Source: an optimization exercise on an open RTL-to-GDS flow (aim: small area and a short achievable clock period). Production flows keep margins and buffers that such runs may drop.
In this exercise RTL edits were held to simulation tests only and were not proved equivalent to the original.

==> design/flow/config.mk <==
export PLATFORM = sky130hd
export DESIGN_NAME = ntt4point
export DESIGN_NICKNAME = ntt4point
export VERILOG_FILES = /design/flow/design.v
export SDC_FILE = /design/flow/constraint.sdc
export NUM_CORES = 4
export LEC_CHECK = 0
export CAP_MARGIN = 20
export CORE_MARGIN = 2
export CORE_UTILIZATION = 40
export SLEW_MARGIN = 20
==> design/flow/constraint.sdc <==
create_clock -name core_clock -period 60.0 [get_ports {clk}]
set_input_delay 12.0000 -clock core_clock [delete_from_list [all_inputs] [get_ports {clk}]]
set_output_delay 12.0000 -clock core_clock [all_outputs]
set_load 0.01 [all_outputs]
==> design/flow/design.v <==
module ntt4point(
    input clk, rst,
    input [15:0] in0, in1, in2, in3,
    output reg [15:0] out0, out1, out2, out3
);
    wire [15:0] q_val = 16'd7681;
    wire [15:0] phi1 = 16'd1925;
    wire [15:0] phi2 = 16'd3383;
    wire [15:0] phi3 = 16'd6468;
    wire [15:0] temp0, temp1, temp2, temp3;
    wire [15:0] y0, y1, y2, y3;
    ctbf u0(.in_up(in0), .in_down(in2), .twf(phi2), .q(q_val), .out_up(temp0), .out_down(temp2));
    ctbf u1(.in_up(in1), .in_down(in3), .twf(phi2), .q(q_val), .out_up(temp1), .out_down(temp3));
    ctbf u2(.in_up(temp0), .in_down(temp1), .twf(phi1), .q(q_val), .out_up(y0), .out_down(y1));
    ctbf u3(.in_up(temp2), .in_down(temp3), .twf(phi3), .q(q_val), .out_up(y2), .out_down(y3));
    always @(posedge clk) begin
      if (rst) begin
        out0 <= 0;
        out1 <= 0;
        out2 <= 0;
        out3 <= 0;
      end else begin
        out0 <= y0;   
        out1 <= y2;  
        out2 <= y1;  
        out3 <= y3; 
      end
    end  
endmodule
module ctbf(
  input [15:0] in_up, in_down, twf, q,
  output [15:0] out_up, out_down
);
  wire [15:0] temp;
  modmul mm(.a(in_down), .b(twf), .q(q), .y(temp));
  modadd ma(.a(in_up), .b(temp), .q(q), .y(out_up));
  modsub ms(.a(in_up), .b(temp), .q(q), .y(out_down)); 
endmodule
module modadd(
    input [15:0] a, b, q,
    output [15:0] y
);
    wire [16:0] sum;
    assign sum = a + b;
    assign y = (sum >= q) ? sum - q : sum;
endmodule
module modsub(
    input [15:0] a, b, q,
    output [15:0] y
);
    wire [15:0] aminusb;
    assign aminusb = a - b;
    assign y = (a >= b) ? aminusb : aminusb + q;
endmodule
module modmul(
    input [15:0] a, b, q,
    output [15:0] y
);
    wire [31:0] result;
    assign result = a * b;
    assign y = result % q;
endmodule
==> design/flow/run.sh <==
#!/bin/bash
# synth_recipe.tcl (not shown) runs the flow's synth.tcl, then flattens the netlist and writes it again
# the make line also repeats each setting of config.mk as NAME=value (left out here)
make -C /OpenROAD-flow-scripts/flow DESIGN_CONFIG=/design/flow/config.mk WORK_HOME=/design/flow/orfs CLKGATE_MAP_FILE= SYNTH_SCRIPT=/design/flow/synth_recipe.tcl finish
==> reports/qor.yml <==
routing:
  drc: 0
  vias: 65800
  drtPass1Iterations: 6
  wirelength_um: 197000
  ant_nets: 0
  wl_per_cell_um: 17.1
  via_per_inst: 5.71
  drt_iter0_drc: 4514
global_routing:
  grt_pass1_vias: 62500
  grt_first_pass_wirelength_um: 316000
  grt_max_degree: 65
  grt_remaining_overflow: 0
  grt_util_all_layers_pct: 25.3
  antenna_found_initial: 0
timing:
  drv_slew: 0
  rsz0062_at_grt: "true"
  setup_slack_ns: 1.61
  slew_headroom_pct: 27.5
  fin_setup_tns_ns: 0
  fin_crit_sh_pct: 97.3
  worst_slew_pin_slew_ns: 1.08
  finalSetupViolations: 0
  max_freq_mhz: 17.1
  min_period_ns: 58.39
  hold_viol_final: 0
worst_setup_path:
  cpLargestDelayFamily: "compound AO/OA/AOI/OAI gates"
  crit_path_max_fanout: 8
  cp-end-kind: "flip-flop"
  slowest_stage: "or4b_4"
  required_ns: 60.25
  start_kind: "primary input"
  path_buf_inv: 41
  arrival_ns: 58.64
  cpPeakStageDelay_ns: 0.57
  cpMostUsedCell: "buf_4"
  critPathKind: "in -> reg"
yosys:
  synth_fp_nets: 8746
  ys_top_cells_by_count: "754 x nor2_1, 641 x inv_1, 623 x nand2_1"
  yosysMostFrequentCell: "nor2_1"
  synth-main-ff-cell: "dfxtp_1"
  synth_edf_count: 0
  yosys-top-cells-area: "ha_1 11%, xnor2_1 9.2%, fa_1 8.2%"
  ys_types: 156
  async_reset_ff_share_pct: 0
  syn-mean-instance-area_um2: 7.13
  yosysWarnings: 1
  syn_inst: 7936
  synth.top_cell.area_share_pct: 11.3
  synth-seq-cells: 64
  synth-seq-area-share_pct: 2.27
  synth_top_cell_by_area: "ha_1"
  netlist_area_mm2: 0.0566
finish:
  final-seq-area_mm2: 0.00128
  design_area_mm2: 0.0773
  final_nets: 10400
  fillers: 13400
  final_util_pct: 55.3
  drive_above_1_share_pct: 28.6
  area_delta_synth_final_pct: 36.7
  multi_input_area_mm2: 0.0561
floorplan:
  die_area_mm2: 0.144
  die-width_um: 380
  dieHeight_um: 380
  initial_core_util_pct: 40.4
  ios: 130
  core_area_mm2: 0.140
  placementRows: 137
run:
  cap_viol_max_count: 0
placed_design:
  routabilityCongestion: 0.971
  dpl-instance-area_mm2: 0.0714
  dpl.hpwl_um: 165000
  place.port_buffers: 129
  pre_cts_slack_ns: -2.19
clocking:
  cts-root-buf: "clkbuf_16"
  path_clk_slew_ns: 0.06
  cts_max_path_buffers: 2
  cts_tree: "yes"
  clkSinkCount: 64
  cts-buffers-inserted: 9
  cts_max_level: 3
hold_path:
  hold_path.class: "in -> reg"
status:
  status: "timing/DRC/antenna clean"
metrics by stage:
step           hold slack, ns  cells
5_1_grt                 12.31  11500
3_5_place_dp            12.60  11300
6_report                12.26  11500
3_3_place_gp            12.60  11300
4_1_cts                 12.27  11300
2_1_floorplan           12.30   7936
placed cells by master (no fill, tap or decap), drive strengths merged, types with 123 or more instances in the layout:
cell,count
buf,1785
nor2,763
inv,648
nand2,629
xnor2,611
a21oi,521
ha,513
o21ai,384
nand3,283
nor3,240
fa,231
xor2,230
a211oi,132
a31oi,126
and2,124
and3,123
routing by layer:
layer | wire length (um) | global-route usage (%)
met1 | 92500 | 35.1
met2 | 94500 | 44.1
met3 | 7200 | 0.822
met4 | 3230 | 3.97
met5 | 0 | 0
what timing repair did:
item,4_1_cts,5_1_grt
gates resized for setup,96,697
pin swaps,33,257
hold buffers,0,0
buffers inserted,30,169
setup endpoints to repair,32,64
gates cloned,1,4
cells by family (layout without fill, tap and decap cells):
kind of cell             count (synthesis)  count (layout)  synth area share (%)
multiplexers                           148             148                  2.79
buffers and inverters                  875            2577                  6.29
AND/OR/NAND/NOR                       2955            2956                  26.7
AO/OA/AOI/OAI                         2291            2293                  28.8
flip-flops                              64              64                  2.27
adder cells (fa/ha/maj)                760             760                  19.8
XOR/XNOR                               843             843                  13.4
other                                    0               2                     0
registers in the layout (all words and copies together), names as in the netlist:
register,flops
out2,16
out0,16
out1,16
out3,16
cell type report:
type / count / area share (%)
Tap cell: 1876 / 3.04
Timing Repair Buffer: 1913 / 19.2
Sequential cell: 64 / 1.66
Inverter: 648 / 3.15
Antenna cell: 2 / 0.00647
Multi-Input combinational cell: 7000 / 72.5
Clock buffer: 11 / 0.327
Clock inverter: 5 / 0.0712
worst min-delay path, delay by kind of cell:
family,cells,cell delay (ns)
buf+inv,2,0.38
simple gates,1,0.16
path summary, 6_finish.rpt:
check             startpoint  cells past startpoint            endpoint
setup / recovery      in3[8]                    215  out1[5]$_SDFF_PP0_
hold / removal           rst                      3  out3[3]$_SDFF_PP0_

afterwards: timing with drivers on the ports:
No port has a modelled driver above. Below, the same layout with a new extraction and two added sets of constraints.
Step 1 assumes that a clkbuf_16 drives the clock port and a buf_2 every other input.
Step 2 moves the port delays by t, midway between the first and last clock arrival at a register: inputs arrive t later, outputs are due t later. That takes back most of the time a late clock gives input paths.
Three values: no drivers, after step 1, after step 2; two values: the first two.
t (ns): 0.360
setup slack, ns: 1.611 / 1.623 / 1.263
worst hold slack (ns): 12.259 / 12.242 / 12.602
After both steps setup and hold are still met in this run. For this run, drivers alone change the setup slack by +0.012 ns; drivers and shift together by -0.348 ns.
